This is an optimization exercise on Yosys and OpenROAD, whose aim is small area, a short achievable clock period and few clock cycles per item, not a production implementation. Function was checked by simulation only, so behaviour that the tests miss may differ from the original. No driver is modelled on the clock port, so clocking that relies on it looks cheaper here than on a real chip. Power is estimated from default activity; no workload was simulated.

==> design/flow/design.v <==
module addsub(input mul, input sub, input [15:0] a, input [7:0] b,
              input [15:0] mx, input [15:0] my, output [15:0] y);
    wire [15:0] bx = {{8{b[7]}}, b} ^ {16{sub}};
    wire [15:0] p  = mul ? mx : a;
    wire [15:0] q  = mul ? my : bx;
    assign y = p + q + {15'd0, ~mul & sub};
endmodule
module mul8s_tree(input [7:0] a, input [7:0] b, output [15:0] x, output [15:0] y);
    wire m1 = (a[0] & b[0]);
    wire m2 = (a[0] & b[1]);
    wire m3 = (a[1] & b[0]);
    wire m4 = (a[0] & b[2]);
    wire m5 = (a[1] & b[1]);
    wire m6 = (a[2] & b[0]);
    wire m7 = (a[0] & b[3]);
    wire m8 = (a[1] & b[2]);
    wire m9 = (a[2] & b[1]);
    wire m10 = (a[3] & b[0]);
    wire m11 = (a[0] & b[4]);
    wire m12 = (a[1] & b[3]);
    wire m13 = (a[2] & b[2]);
    wire m14 = (a[3] & b[1]);
    wire m15 = (a[4] & b[0]);
    wire m16 = (a[0] & b[5]);
    wire m17 = (a[1] & b[4]);
    wire m18 = (a[2] & b[3]);
    wire m19 = (a[3] & b[2]);
    wire m20 = (a[4] & b[1]);
    wire m21 = (a[5] & b[0]);
    wire m22 = (a[0] & b[6]);
    wire m23 = (a[1] & b[5]);
    wire m24 = (a[2] & b[4]);
    wire m25 = (a[3] & b[3]);
    wire m26 = (a[4] & b[2]);
    wire m27 = (a[5] & b[1]);
    wire m28 = (a[6] & b[0]);
    wire m29 = ~(a[0] & b[7]);
    wire m30 = (a[1] & b[6]);
    wire m31 = (a[2] & b[5]);
    wire m32 = (a[3] & b[4]);
    wire m33 = (a[4] & b[3]);
    wire m34 = (a[5] & b[2]);
    wire m35 = (a[6] & b[1]);
    wire m36 = ~(a[7] & b[0]);
    wire m37 = ~(a[1] & b[7]);
    wire m38 = (a[2] & b[6]);
    wire m39 = (a[3] & b[5]);
    wire m40 = (a[4] & b[4]);
    wire m41 = (a[5] & b[3]);
    wire m42 = (a[6] & b[2]);
    wire m43 = ~(a[7] & b[1]);
    wire m44 = ~(a[2] & b[7]);
    wire m45 = (a[3] & b[6]);
    wire m46 = (a[4] & b[5]);
    wire m47 = (a[5] & b[4]);
    wire m48 = (a[6] & b[3]);
    wire m49 = ~(a[7] & b[2]);
    wire m50 = ~(a[3] & b[7]);
    wire m51 = (a[4] & b[6]);
    wire m52 = (a[5] & b[5]);
    wire m53 = (a[6] & b[4]);
    wire m54 = ~(a[7] & b[3]);
    wire m55 = ~(a[4] & b[7]);
    wire m56 = (a[5] & b[6]);
    wire m57 = (a[6] & b[5]);
    wire m58 = ~(a[7] & b[4]);
    wire m59 = ~(a[5] & b[7]);
    wire m60 = (a[6] & b[6]);
    wire m61 = ~(a[7] & b[5]);
    wire m62 = ~(a[6] & b[7]);
    wire m63 = ~(a[7] & b[6]);
    wire m64 = (a[7] & b[7]);
    wire m65 = m22 ^ m23;
    wire m66 = m22 & m23;
    wire m67 = m29 ^ m30 ^ m31;
    wire m68 = (m29 & m30) | (m31 & (m29 ^ m30));
    wire m69 = m32 ^ m33;
    wire m70 = m32 & m33;
    wire m71 = m37 ^ m38 ^ m39;
    wire m72 = (m37 & m38) | (m39 & (m37 ^ m38));
    wire m73 = m40 ^ m41 ^ m42;
    wire m74 = (m40 & m41) | (m42 & (m40 ^ m41));
    wire m75 = m44 ^ m45 ^ m46;
    wire m76 = (m44 & m45) | (m46 & (m44 ^ m45));
    wire m77 = m11 ^ m12;
    wire m78 = m11 & m12;
    wire m79 = m16 ^ m17 ^ m18;
    wire m80 = (m16 & m17) | (m18 & (m16 ^ m17));
    wire m81 = m19 ^ m20;
    wire m82 = m19 & m20;
    wire m83 = m24 ^ m25 ^ m26;
    wire m84 = (m24 & m25) | (m26 & (m24 ^ m25));
    wire m85 = m27 ^ m28 ^ m65;
    wire m86 = (m27 & m28) | (m65 & (m27 ^ m28));
    wire m87 = m34 ^ m35 ^ m36;
    wire m88 = (m34 & m35) | (m36 & (m34 ^ m35));
    wire m89 = m67 ^ m69 ^ m66;
    wire m90 = (m67 & m69) | (m66 & (m67 ^ m69));
    wire m91 = m43 ^ 1'b1 ^ m71;
    wire m92 = (m43 & 1'b1) | (m71 & (m43 ^ 1'b1));
    wire m93 = m73 ^ m68 ^ m70;
    wire m94 = (m73 & m68) | (m70 & (m73 ^ m68));
    wire m95 = m47 ^ m48 ^ m49;
    wire m96 = (m47 & m48) | (m49 & (m47 ^ m48));
    wire m97 = m75 ^ m72 ^ m74;
    wire m98 = (m75 & m72) | (m74 & (m75 ^ m72));
    wire m99 = m50 ^ m51 ^ m52;
    wire m100 = (m50 & m51) | (m52 & (m50 ^ m51));
    wire m101 = m53 ^ m54 ^ m76;
    wire m102 = (m53 & m54) | (m76 & (m53 ^ m54));
    wire m103 = m55 ^ m56 ^ m57;
    wire m104 = (m55 & m56) | (m57 & (m55 ^ m56));
    wire m105 = m7 ^ m8;
    wire m106 = m7 & m8;
    wire m107 = m13 ^ m14 ^ m15;
    wire m108 = (m13 & m14) | (m15 & (m13 ^ m14));
    wire m109 = m21 ^ m79 ^ m81;
    wire m110 = (m21 & m79) | (m81 & (m21 ^ m79));
    wire m111 = m83 ^ m85 ^ m80;
    wire m112 = (m83 & m85) | (m80 & (m83 ^ m85));
    wire m113 = m87 ^ m89 ^ m84;
    wire m114 = (m87 & m89) | (m84 & (m87 ^ m89));
    wire m115 = m91 ^ m93 ^ m88;
    wire m116 = (m91 & m93) | (m88 & (m91 ^ m93));
    wire m117 = m95 ^ m97 ^ m92;
    wire m118 = (m95 & m97) | (m92 & (m95 ^ m97));
    wire m119 = m99 ^ m101 ^ m96;
    wire m120 = (m99 & m101) | (m96 & (m99 ^ m101));
    wire m121 = m58 ^ m103 ^ m100;
    wire m122 = (m58 & m103) | (m100 & (m58 ^ m103));
    wire m123 = m59 ^ m60 ^ m61;
    wire m124 = (m59 & m60) | (m61 & (m59 ^ m60));
    wire m125 = m4 ^ m5;
    wire m126 = m4 & m5;
    wire m127 = m9 ^ m10 ^ m105;
    wire m128 = (m9 & m10) | (m105 & (m9 ^ m10));
    wire m129 = m77 ^ m107 ^ m106;
    wire m130 = (m77 & m107) | (m106 & (m77 ^ m107));
    wire m131 = m78 ^ m109 ^ m108;
    wire m132 = (m78 & m109) | (m108 & (m78 ^ m109));
    wire m133 = m82 ^ m111 ^ m110;
    wire m134 = (m82 & m111) | (m110 & (m82 ^ m111));
    wire m135 = m86 ^ m113 ^ m112;
    wire m136 = (m86 & m113) | (m112 & (m86 ^ m113));
    wire m137 = m90 ^ m115 ^ m114;
    wire m138 = (m90 & m115) | (m114 & (m90 ^ m115));
    wire m139 = m94 ^ m117 ^ m116;
    wire m140 = (m94 & m117) | (m116 & (m94 ^ m117));
    wire m141 = m98 ^ m119 ^ m118;
    wire m142 = (m98 & m119) | (m118 & (m98 ^ m119));
    wire m143 = m102 ^ m121 ^ m120;
    wire m144 = (m102 & m121) | (m120 & (m102 ^ m121));
    wire m145 = m104 ^ m123 ^ m122;
    wire m146 = (m104 & m123) | (m122 & (m104 ^ m123));
    wire m147 = m62 ^ m63 ^ m124;
    wire m148 = (m62 & m63) | (m124 & (m62 ^ m63));
    assign x = {1'b1, m64, m147, m145, m143, m141, m139, m137, m135, m133, m131, m129, m127, m6, m2, m1};
    assign y = {1'b0, m148, m146, m144, m142, m140, m138, m136, m134, m132, m130, m128, m126, m125, m3, 1'b0};
endmodule
module divrow(input [8:0] t, input [7:0] d, output c, output [7:0] r);
    wire [7:0] g = t[7:0] & ~d;
    wire [7:0] p = t[7:0] | ~d;
    wire [7:0] x = ~(t[7:0] ^ d);
    wire G1 = g[1] | (p[1] & p[0]);
    wire G2 = g[3] | (p[3] & g[2]);
    wire P2 = p[3] & p[2];
    wire G3 = g[5] | (p[5] & g[4]);
    wire P3 = p[5] & p[4];
    wire G4 = g[7] | (p[7] & g[6]);
    wire P4 = p[7] & p[6];
    wire G5 = g[2] | (p[2] & G1);
    wire G6 = G2 | (P2 & G1);
    wire G7 = g[6] | (p[6] & G3);
    wire P7 = p[6] & P3;
    wire G8 = G4 | (P4 & G3);
    wire P8 = P4 & P3;
    wire G9 = g[4] | (p[4] & G6);
    wire G10 = G3 | (P3 & G6);
    wire G11 = G7 | (P7 & G6);
    wire G12 = G8 | (P8 & G6);
    assign c = t[8] | G12;
    assign r[0] = c ? (x[0] ^ 1'b1) : t[0];
    assign r[1] = c ? (x[1] ^ p[0]) : t[1];
    assign r[2] = c ? (x[2] ^ G1) : t[2];
    assign r[3] = c ? (x[3] ^ G5) : t[3];
    assign r[4] = c ? (x[4] ^ G6) : t[4];
    assign r[5] = c ? (x[5] ^ G9) : t[5];
    assign r[6] = c ? (x[6] ^ G10) : t[6];
    assign r[7] = c ? (x[7] ^ G11) : t[7];
endmodule
module alu(
    input wire clk,
    input wire reset,
    input wire start,
    input wire [1:0] op_select,    
    input wire [15:0] op1,
    input wire [7:0] op2,
    output reg [15:0] res,
    output reg done
);
    wire [15:0] mx, my;
    mul8s_tree u_mul (.a(op1[7:0]), .b(op2), .x(mx), .y(my));
    wire [15:0] sum;
    addsub u_add (.mul(op_select[1]), .sub(op_select[0]), .a(op1), .b(op2),
                  .mx(mx), .my(my), .y(sum));
    reg        s1, s2;       
    reg  [7:0] rem_r;        
    reg  [5:0] q_r;          
    always @(posedge clk or posedge reset)
        if (reset) begin
            s1 <= 1'b0;
            s2 <= 1'b0;
        end else begin
            s1 <= start & op_select[1] & op_select[0];
            s2 <= s1;
        end
    wire [2:0] n = s2 ? {op1[1:0], 1'b0} : s1 ? op1[4:2] : op1[7:5];
    wire [7:0] rem [0:3];
    wire [2:0] q;
    assign rem[0] = (s1 | s2) ? rem_r : op1[15:8];
    genvar i;
    generate
        for (i = 0; i < 3; i = i + 1) begin : rows
            divrow u (.t({rem[i], n[2-i]}), .d(op2), .c(q[2-i]), .r(rem[i+1]));
        end
    endgenerate
    always @(posedge clk) begin
        rem_r <= rem[3];
        q_r   <= {q_r[2:0], q};
    end
    always @(*) begin
        if (op_select == 2'b11) begin
            res  = {q_r, q[2:1], rem[2]};
            done = s2;
        end else begin
            res  = sum;
            done = 1'b1;
        end
    end
endmodule
==> design/flow/flow/run.sh <==
#!/bin/bash
# Layout flow: the standard synthesis, then the combinational logic re-mapped
# by ABC (flip-flops untouched), then the standard ORFS flow from floorplan on.
# Each tool's output goes to a log file of its own in the work folder.
set -euo pipefail
W=$(pwd)
F=$W/flow
R=$W/orfs/results/${FLOW_PLATFORM}/alu/base
ABC_D=$(cat $F/abc_delay_ps)
bash standard.sh synth > $W/log_1_standard_synth.txt 2>&1
cp $R/1_2_yosys.v $W/standard_1_2_yosys.v
DU=$(make -s -C $FLOW_HOME DESIGN_CONFIG=$FLOW_CONFIG WORK_HOME=$W/orfs print-DONT_USE_CELLS | sed 's/^DONT_USE_CELLS: //')
printf 'set_driving_cell sky130_fd_sc_hd__buf_1\nset_load 5\n' > $W/abc.constr
sed "s/{D}/-D $ABC_D/g" $F/s.abc > $W/resynth.abc
RS_IN=$W/standard_1_2_yosys.v RS_OUT=$W/resynth.v \
  RS_LIB=$FLOW_HOME/platforms/${FLOW_PLATFORM}/lib/sky130_fd_sc_hd__tt_025C_1v80.lib \
  RS_DONTUSE="$DU" RS_D=$ABC_D RS_SCRIPT=$W/resynth.abc RS_CONSTR=$W/abc.constr \
  RS_KEEP_FA=$(cat $F/keep_fa 2>/dev/null || echo 0) yosys -c $F/resynth.tcl > $W/log_2_resynth.txt 2>&1
cp $W/resynth.v $R/1_2_yosys.v
rm -f $R/1_synth.odb $R/1_synth.sdc
if [[ -f $F/orfs_env ]]; then source $F/orfs_env; fi
bash standard.sh cts > $W/log_3_standard_cts.txt 2>&1
# upsize weak high-fanout drivers on the worst paths, then legalize
SZ_IN=$R/4_cts.odb SZ_SDC=$R/4_cts.sdc SZ_OUT=$W/4_cts_sized.odb \
  SZ_LIB=$FLOW_HOME/platforms/${FLOW_PLATFORM}/lib/sky130_fd_sc_hd__tt_025C_1v80.lib \
  SZ_RC=$FLOW_HOME/platforms/${FLOW_PLATFORM}/setRC.tcl \
  openroad -no_init -exit $F/size_critical.tcl > $W/log_4_size_critical.txt 2>&1
cp $W/4_cts_sized.odb $R/4_cts.odb
bash standard.sh finish > $W/log_5_standard_finish.txt 2>&1
==> design/flow/flow/abc_delay_ps <==
4500
==> design/flow/flow/keep_fa <==
1
==> design/flow/flow/orfs_env <==
export BUFFER_PORTS_ARGS="-buffer_cell sky130_fd_sc_hd__buf_1"
==> design/flow/flow/resynth.tcl <==
# Re-map the combinational logic of the standard synthesis netlist with ABC.
# The flip-flops are left as they are (same instances, names and cell types).
# env: RS_IN (netlist in), RS_OUT (netlist out), RS_LIB, RS_DONTUSE, RS_D (ABC delay target, ps),
#      RS_SCRIPT (optional ABC script)
yosys -import
set lib $::env(RS_LIB)
set du {}
foreach c $::env(RS_DONTUSE) { lappend du -dont_use $c }
read_liberty -ignore_miss_func $lib
# keep the sequential and tie cells as black boxes
foreach m [split [string trim [tee -q -s result.string select -list-mod sky130_fd_sc_hd__df* sky130_fd_sc_hd__conb_*]] "\n"] {
  blackbox $m
}
read_verilog $::env(RS_IN)
hierarchy -top alu
# Keep the full-adder cells that no flip-flop feeds (the multiplier's tree) as they are.
if {[info exists ::env(RS_KEEP_FA)] && $::env(RS_KEEP_FA)} {
  set fh [open $::env(RS_IN) r]; set ntxt [read $fh]; close $fh
  set fft [lsort -unique [regexp -all -inline {sky130_fd_sc_hd__df[a-z0-9_]+} $ntxt]]
  set ffsel {}
  set rules {}
  foreach m $fft { lappend ffsel "alu/t:$m"; append rules ":-${m}\[D,RESET_B,SET_B\]" }
  select -set ffs {*}$ffsel
  select -set regcone @ffs %co*$rules
  select -set keepfa alu/t:sky130_fd_sc_hd__fa_1 @regcone %d
  select -count @keepfa
  setattr -set keep_hierarchy 1 @keepfa
  select -clear
}
flatten alu
select -module alu
opt -purge
select -clear
hierarchy -top alu
set abc_args [list -liberty $lib {*}$du -D $::env(RS_D)]
if {[info exists ::env(RS_SCRIPT)] && $::env(RS_SCRIPT) ne ""} { lappend abc_args -script $::env(RS_SCRIPT) }
if {[info exists ::env(RS_CONSTR)] && $::env(RS_CONSTR) ne ""} { lappend abc_args -constr $::env(RS_CONSTR) }
abc {*}$abc_args
opt_clean -purge
if {[info exists ::env(RS_KEEP_FA)] && $::env(RS_KEEP_FA)} {
  blackbox sky130_fd_sc_hd__fa_1
}
hilomap -singleton -hicell sky130_fd_sc_hd__conb_1 HI -locell sky130_fd_sc_hd__conb_1 LO
splitnets
opt_clean -purge
tee -o $::env(RS_OUT).stat stat -liberty $lib
write_verilog -noattr -noexpr -nohex -nodec $::env(RS_OUT)
==> design/flow/flow/s.abc <==
strash
&get -n
&fraig -x
&put
scorr
dc2
strash
dch -f
balance
resub -K 6
rewrite
resub -K 6 -N 2
refactor
resub -K 8
balance
resub -K 8 -N 2
rewrite
resub -K 10
rewrite -z
resub -K 10 -N 2
balance
resub -K 12
refactor -z
resub -K 12 -N 2
rewrite -z
balance
dch -f
map {D}
topo
buffer -p
upsize {D}
dnsize {D}
stime -p
==> design/flow/flow/size_critical.tcl <==
# Upsize weak, high-fanout drivers on the worst setup paths after CTS, then
# legalize. env: SZ_IN (odb), SZ_SDC, SZ_OUT (odb), SZ_LIB, SZ_RC (setRC.tcl)
read_db $::env(SZ_IN)
read_liberty $::env(SZ_LIB)
read_sdc $::env(SZ_SDC)
source $::env(SZ_RC)
set_propagated_clock [all_clocks]
estimate_parasitics -placement
puts "before: worst slack [worst_slack -max]"
set done {}
for {set pass 0} {$pass < 3} {incr pass} {
  set changed 0
  foreach path [find_timing_paths -path_delay max -group_path_count 30 -endpoint_path_count 1 -sort_by_slack] {
    foreach pt [get_property $path points] {
      set pin [get_property $pt pin]
      if {[get_property $pin direction] ne "output"} continue
      set inst [get_cells -of_objects $pin]
      set name [get_full_name $inst]
      if {[lsearch -exact $done $name] >= 0} continue
      set ref [get_property $inst ref_name]
      if {![regexp {^(sky130_fd_sc_hd__(?:buf|inv|clkinv|nand2|nor2))_(0|1)$} $ref -> fam strength]} continue
      set net [get_nets -of_objects $pin]
      set fo [llength [get_pins -of_objects $net -filter "direction==input"]]
      if {$fo < 6} continue
      set new ${fam}_4
      if {[get_lib_cells -quiet */$new] eq ""} { set new ${fam}_2 }
      replace_cell $inst [get_lib_cells */$new]
      lappend done $name
      incr changed
      puts "upsized $name $ref -> $new (fanout $fo)"
    }
  }
  estimate_parasitics -placement
  if {!$changed} break
}
puts "after: worst slack [worst_slack -max]"
detailed_placement
check_placement
estimate_parasitics -placement
puts "after legalize: worst slack [worst_slack -max]"
write_db $::env(SZ_OUT)
==> design/flow/standard.sh <==
#!/bin/bash
# synth_recipe.tcl (not shown) runs the flow's synth.tcl, then flattens the netlist and writes it again
# the make line also repeats each setting of config.mk as NAME=value (left out here)
make -C /OpenROAD-flow-scripts/flow DESIGN_CONFIG=/design/flow/config.mk WORK_HOME=/design/flow/orfs CLKGATE_MAP_FILE= SYNTH_SCRIPT=/design/flow/synth_recipe.tcl "${@:-finish}"
==> design/flow/config.mk <==
export PLATFORM = sky130hd
export DESIGN_NAME = alu
export DESIGN_NICKNAME = alu
export VERILOG_FILES = /design/flow/design.v
export SDC_FILE = /design/flow/constraint.sdc
export NUM_CORES = 4
export LEC_CHECK = 0
export CAP_MARGIN = 20
export CORE_MARGIN = 2
export CORE_UTILIZATION = 40
export SLEW_MARGIN = 20
==> design/flow/constraint.sdc <==
create_clock -name core_clock -period 14.0 [get_ports {clk}]
set_input_delay 2.8000 -clock core_clock [delete_from_list [all_inputs] [get_ports {clk}]]
set_output_delay 2.8000 -clock core_clock [all_outputs]
set_load 0.01 [all_outputs]
==> results of run 1 <==
metrics by stage:
step	hold slack (ns)	total power, W	utilization
finish	0.355	0.000661	0.443
global route	0.363	0.000733	0.443
CTS	0.358	0.000658	0.439
detailed placement	0.345	0.000611	0.433
global placement	0.341	0.000603	0.433
floorplan	0.331	0.000484	-
critical path: cells and delay by family:
| kind | cells | cell delay (ns) |
|---|---|---|
| AOI/OAI and AO/OA | 5 | 0.91 |
| xor gates and xnor gates | 1 | 0.12 |
| adders and majority gates | 4 | 1.99 |
| buffers and inverters | 5 | 0.93 |
| and+or+nand+nor | 7 | 0.99 |
report_power, final:
group | leakage [nW] | internal (W) | switching [W]
clock network | 0.0288 | 0.0000250 | 0.0000192
registers | 0.144 | 0.0000673 | 0.00000634
logic | 1.99 | 0.000195 | 0.000348
total | 2.16 | 0.000287 | 0.000373
worst min path at each step:
stage / depth (start not counted) / slack (ns) / endpoint
floorplan: 0 / 0.33 / q_r[3]
global placement: 0 / 0.34 / q_r[3]
detailed placement: 0 / 0.35 / q_r[4]
CTS: 0 / 0.36 / q_r[4]
global route: 0 / 0.36 / q_r[4]
finish: 0 / 0.36 / q_r[4]
routing by layer:
layer  vias to the layer above  GRT usage  share of wire
met5                         -          0              0
li1                       2088          -              -
met1                      1950      0.319           0.46
met4                         0     0.0543          0.021
met2                       154      0.368           0.45
met3                        18     0.0368          0.067
cell type report:
class	instances	area (um2)	share of cell area
flip-flops and latches	16	330	0.0759
well taps	133	166	0.0382
multi-input cells	499	3130	0.719
inverters	113	442	0.101
repair buffers	49	229	0.0526
clock buffers	4	55.1	0.0126
flip-flops by register name, indices dropped and copies added (netlist names):
name,flops
s1,1
s2,1
rem_r,8
q_r,6
cell usage in the layout (no fill, tap or decap), types with 4 or more instances in the layout:
master,instances
o21ai_0,50
xnor2_1,11
inv_2,4
or2_2,9
nor2_1,90
o21ai_1,5
mux2i_1,4
nor2_2,6
nand3_2,4
nand3_1,13
o22ai_1,6
clkbuf_8,4
fa_1,37
dfxtp_1,14
buf_1,37
buf_4,12
nand2_1,153
nand2_2,6
nand3b_1,4
inv_4,5
a21oi_1,32
xor2_1,26
inv_1,103
a31oi_1,7
==> results.py, run 1 <==
metrics = {
    "status": {
        "status": "no timing/DRC/antenna violations",
    },
    "placement": {
        "placed_cells": 810,
        "place_ws_ns": 3.36,
        "gp_congestion": 0.929,
        "numPortBuffers": 45,
        "dpl_cell_area_um2": 4260,
        "dp_hpwl_um": 10200,
    },
    "sta": {
        "timing.final.ws_setup_ns": 3.46,
        "fin_skew_ns": 0.00337,
        "maxSlewHeadroom": 0.471,
        "final.period_utilization": 0.753,
        "hold_viol": 0,
        "rsz0062_at_grt": "false",
        "setup_viol": 0,
        "tns_ns": 0,
        "fmax_ghz": 0.0949,
        "drv_slew": 0,
        "max_slew.worst_pin.slew_ns": 0.794,
        "layout_min_cycle_time_ns": 10.54,
    },
    "critical_path": {
        "critPathKind": "primary input to output pin",
        "cp-startpoint": "op2[4]",
        "start_kind": "primary input",
        "r2r_slack_ns": 7.31,
        "path_cells": "buf_1 -> nand2_1 -> fa_1 -> inv_1 -> fa_1 -> fa_1 -> inv_1 -> fa_1 -> a21oi_1 -> or2_2 -> nand3_1 -> nand2_1 -> o21ai_0 -> a21oi_1 -> a311oi_1 -> nand2_1 -> nand3_1 -> nand2_1 -> xor2_1 -> inv_1 -> o31ai_1 -> buf_1",
        "cp.required_ns": 11.20,
        "r2r-start": "s1",
        "max_stage_delay_ns": 0.58,
        "arrival_ns": 7.74,
        "worstSetupEndpointType": "output pin",
        "path_max_fanout": 15,
        "timing.rr.end": "rem_r[2]",
        "crit_slowest_cell": "buf_1",
        "rr_worst_depth": 37,
        "endpoint": "res[15]",
    },
    "clocking": {
        "cts.sinks": 16,
        "cts_hold_buffers": 0,
        "post_cts_buffers": 0,
        "cts_resized": 0,
        "htreeDepth": 1,
        "cts_buffer_depth": 2,
        "cts_root_buf": "clkbuf_8",
        "insertion_delay_ns": 0.26,
        "tritoncts": "done",
        "clkTransAtPathRegs_ns": 0.07,
        "numCtsBuffers": 3,
    },
    "detailed_routing": {
        "vias": 4210,
        "first_pass_iters": 5,
        "drc": 0,
        "drt_iter0_drc": 319,
        "vias_per_cell": 5.17,
        "routed_wl_um": 12400,
        "wl_per_cell_um": 15.2,
        "drtAntennaViolNets": 0,
    },
    "synthesis": {
        "synth.cell_area_um2": 4060,
        "synth_cells": 653,
        "yosys_warnings": 1,
        "synth_nets": 719,
        "synth.avg_cell_area_um2": 6.22,
    },
    "min_path": {
        "hold_start": "q_r[1]",
        "hp-class": "register to register",
    },
    "floorplan": {
        "die_w_um": 105,
        "die-area_um2": 11000,
        "core_um2": 9820,
        "die_h_um": 105,
        "io_pins": 46,
        "start_util": 0.414,
        "core.rowCount": 36,
    },
    "grt": {
        "gr-total-overflow": 0,
        "grt_pass1_vias": 4071,
        "grt_max_degree": 35,
        "grt_pass1_wl_um": 20300,
        "grt_antenna_before_repair": 0,
        "grt_usage": 0.228,
    },
    "power_and_ir_drop": {
        "leakage_nw": 2.16,
        "p_per_area_nw_per_um2": 152,
        "peakVddDrop_mv": 0.0647,
    },
    "cells_and_area": {
        "area_growth_pct": 7.18,
        "fillCellCount": 1099,
        "nets": 748,
        "drive_gt1_frac": 0.0925,
        "fin_area_um2": 4350,
        "antenna_cells": 0,
        "fin_cells": 814,
    },
    "job": {
        "drv_cap": 0,
    },
}
Testbench counts, summed over its fixed seeds: cycles 11,944, ops 8,000.
==> inputs of run 2 (changes only) <==
==> design/flow/flow/orfs_env (replaced) <==
export BUFFER_PORTS_ARGS="-buffer_cell sky130_fd_sc_hd__buf_2"
==> run 2 against run 1 <==
Compared with the run above:
- global-route usage is 0.18 points lower
- first-iteration DRC count shrank 12%
- clock skew rose by 0.0039 ns
- clock power fell by 1%
- synthesized cell count unchanged
- final area hardly changed
- flip-flop and latch count stayed put
- wire length is 1.1% lower
- non-clock buffer count decreased by 3
- sequential share of layout area about the same
==> results.py, run 2 <==
metrics = {
    "placement": {
        "numPortBuffers": 45,
        "gp_congestion": 0.916,
        "dpl_cell_area_um2": 4290,
        "dp_hpwl_um": 10100,
        "placed_cells": 807,
    },
    "floorplan": {
        "core.rowCount": 36,
        "die_h_um": 105,
        "die_w_um": 105,
        "die-area_um2": 11000,
        "core_um2": 9820,
        "io_pins": 46,
        "start_util": 0.414,
    },
    "power_and_ir_drop": {
        "combinationalPowerShare": 0.822,
        "swShare": 0.558,
        "power.internal_w": 0.000292,
        "power_w": 0.000660,
        "leakage_nw": 2.24,
        "p_clk_frac": 0.066,
        "peakVddDrop_mv": 0.0671,
        "pwr-share-seq": 0.112,
        "p_per_area_nw_per_um2": 152,
        "p_sw_w": 0.000369,
    },
    "detailed_routing": {
        "routed_wl_um": 12200,
        "drt_iter0_drc": 282,
        "drtAntennaViolNets": 0,
        "vias_per_cell": 5.18,
        "wl_per_cell_um": 15.1,
        "vias": 4205,
        "drc": 0,
        "first_pass_iters": 5,
    },
    "sta": {
        "setup_viol": 0,
        "fin_skew_ns": 0.00724,
        "rsz0062_at_grt": "false",
        "layout_min_cycle_time_ns": 10.23,
        "final.period_utilization": 0.731,
        "tns_ns": 0,
        "drv_slew": 0,
        "max_slew.worst_pin.slew_ns": 0.684,
        "hold_viol": 0,
        "maxSlewHeadroom": 0.544,
        "fmax_ghz": 0.0977,
        "hold_ws_ns": 0.362,
    },
    "critical_path": {
        "arrival_ns": 7.43,
        "worstSetupEndpointType": "output pin",
        "path_max_fanout": 13,
        "cp-startpoint": "op2[5]",
        "r2r-start": "s1",
        "cp.required_ns": 11.20,
        "start_kind": "primary input",
        "critPathKind": "primary input to output pin",
    },
    "cells_and_area": {
        "drive_gt1_frac": 0.143,
        "layout.cells.most_common_list": "nand2_1, inv_1, nor2_1",
        "fillCellCount": 1086,
        "nets": 745,
        "fin_area_um2": 4360,
        "fin_cells": 811,
        "layout_commonest_cell": "nand2_1",
        "antenna_cells": 0,
        "reg_top3": "rem_r x8, q_r x6",
        "area_growth_pct": 7.27,
        "max_flop_register": "rem_r",
        "largest_reg_flops": 8,
    },
    "grt": {
        "grt_pass1_wl_um": 20200,
        "grt_antenna_before_repair": 0,
        "grt_pass1_vias": 4008,
        "grt_max_degree": 35,
        "gr-total-overflow": 0,
        "grt_usage": 0.226,
    },
    "clocking": {
        "htreeDepth": 1,
        "cts_buffer_depth": 2,
        "insertion_delay_ns": 0.26,
        "cts.sinks": 16,
        "tritoncts": "done",
        "numCtsBuffers": 3,
        "clkTransAtPathRegs_ns": 0.07,
        "cts_hold_buffers": 0,
        "cts_resized": 0,
        "cts_root_buf": "clkbuf_8",
        "post_cts_buffers": 0,
    },
    "synthesis": {
        "synth_nets": 719,
        "synth.avg_cell_area_um2": 6.22,
        "synth_cells": 653,
        "yosys_warnings": 1,
        "synth.cell_area_um2": 4060,
    },
    "min_path": {
        "hp-class": "register to register",
        "hold_start": "q_r[1]",
    },
    "status": {
        "status": "no timing/DRC/antenna violations",
    },
    "job": {
        "drv_cap": 0,
    },
}
-- run 2: changes by cell type in the layout (fill, tap and decap cells not counted), sizes merged --
cell and change:
buf -3
-- run 2: power by group through the flow --
stage               logic [W]  registers [W]  clock network [W]
floorplan            0.000412      0.0000719                  0
global placement     0.000534      0.0000747                  0
detailed placement   0.000540      0.0000752                  0
CTS                  0.000542      0.0000741          0.0000437
global route         0.000614      0.0000754          0.0000458
finish               0.000543      0.0000737          0.0000436
-- run 2: cell type report --
class,instances,area (um2),area share
multi-input cells,499,3130,0.719
flip-flops and latches,16,330,0.0758
inverters,113,442,0.101
clock buffers,4,55.1,0.0126
repair buffers,46,233,0.0534
well taps,133,166,0.0382
-- run 2: worst max-delay path, cell delays in order --
cell and delay (ns):
buf_2 0.26, inv_1 0.14, nor2_1 0.16, fa_1 0.44, fa_1 0.47, fa_1 0.51
inv_1 0.05, fa_1 0.44, nand2_1 0.07, o21ai_0 0.10, or2_2 0.35, nand3_1 0.14
nand2_1 0.08, o21ai_0 0.21, a21oi_1 0.10, a311oi_1 0.29, nand2_1 0.11, nand3_1 0.08
nand2_1 0.06, xor2_1 0.13, inv_1 0.07, o31ai_1 0.22, buf_2 0.17
-- run 2: metrics by stage --
stage	util	setup slack (ns)
after detailed placement	0.437	3.72
final	0.444	3.77
after global routing	0.444	3.14
after CTS	0.442	3.72
after floorplan	-	4.17
after global placement	0.437	3.82
-- run 2: worst paths after layout --
check	depth (start not counted)	slack [ns]	endpoint
min	0	0.36	q_r[4]
min reg2reg	0	0.36	q_r[4]
max in group asynchronous	2	11.52	s2
max reg2reg	42	7.58	rem_r[2]
min in group asynchronous	2	2.37	s1
max	23	3.77	res[15]
-- run 2: routing by layer --
metal / track usage / wire length (um) / share of wire
met5: 0 / 0 / 0
met4: 0.0438 / 251 / 0.021
met3: 0.0306 / 813 / 0.067
met2: 0.369 / 5450 / 0.45
met1: 0.321 / 5700 / 0.47

==> re-timing with driven ports <==
How much do the figures lean on ideal ports? The routed layouts below were timed once more, with nothing changed but the port constraints.
Step 1 (the two cells are an assumption about what drives the block):
set clk [get_ports {clk}]
set_driving_cell -lib_cell sky130_fd_sc_hd__clkbuf_16 $clk
set_driving_cell -lib_cell sky130_fd_sc_hd__buf_2 [delete_from_list [all_inputs] $clk]
Step 2, shift: input delay + t, output delay - t, t = (earliest + latest rising clock arrival at the registers) / 2. This alone moves slack from input paths to output paths.
Slacks: ideal / step 1 / step 2; pairs: ideal / step 1.
| run | t, ns | slack for setup (ns) | clock arrival spread, ns |
|---|---|---|---|
| run 1 | 0.286 | 3.462 / 3.437 / 3.437 | 0.003 / 0.004 |
| run 2 | 0.285 | 3.766 / 3.741 / 3.741 | 0.007 / 0.007 |
After both steps setup and hold are still met in every run listed.
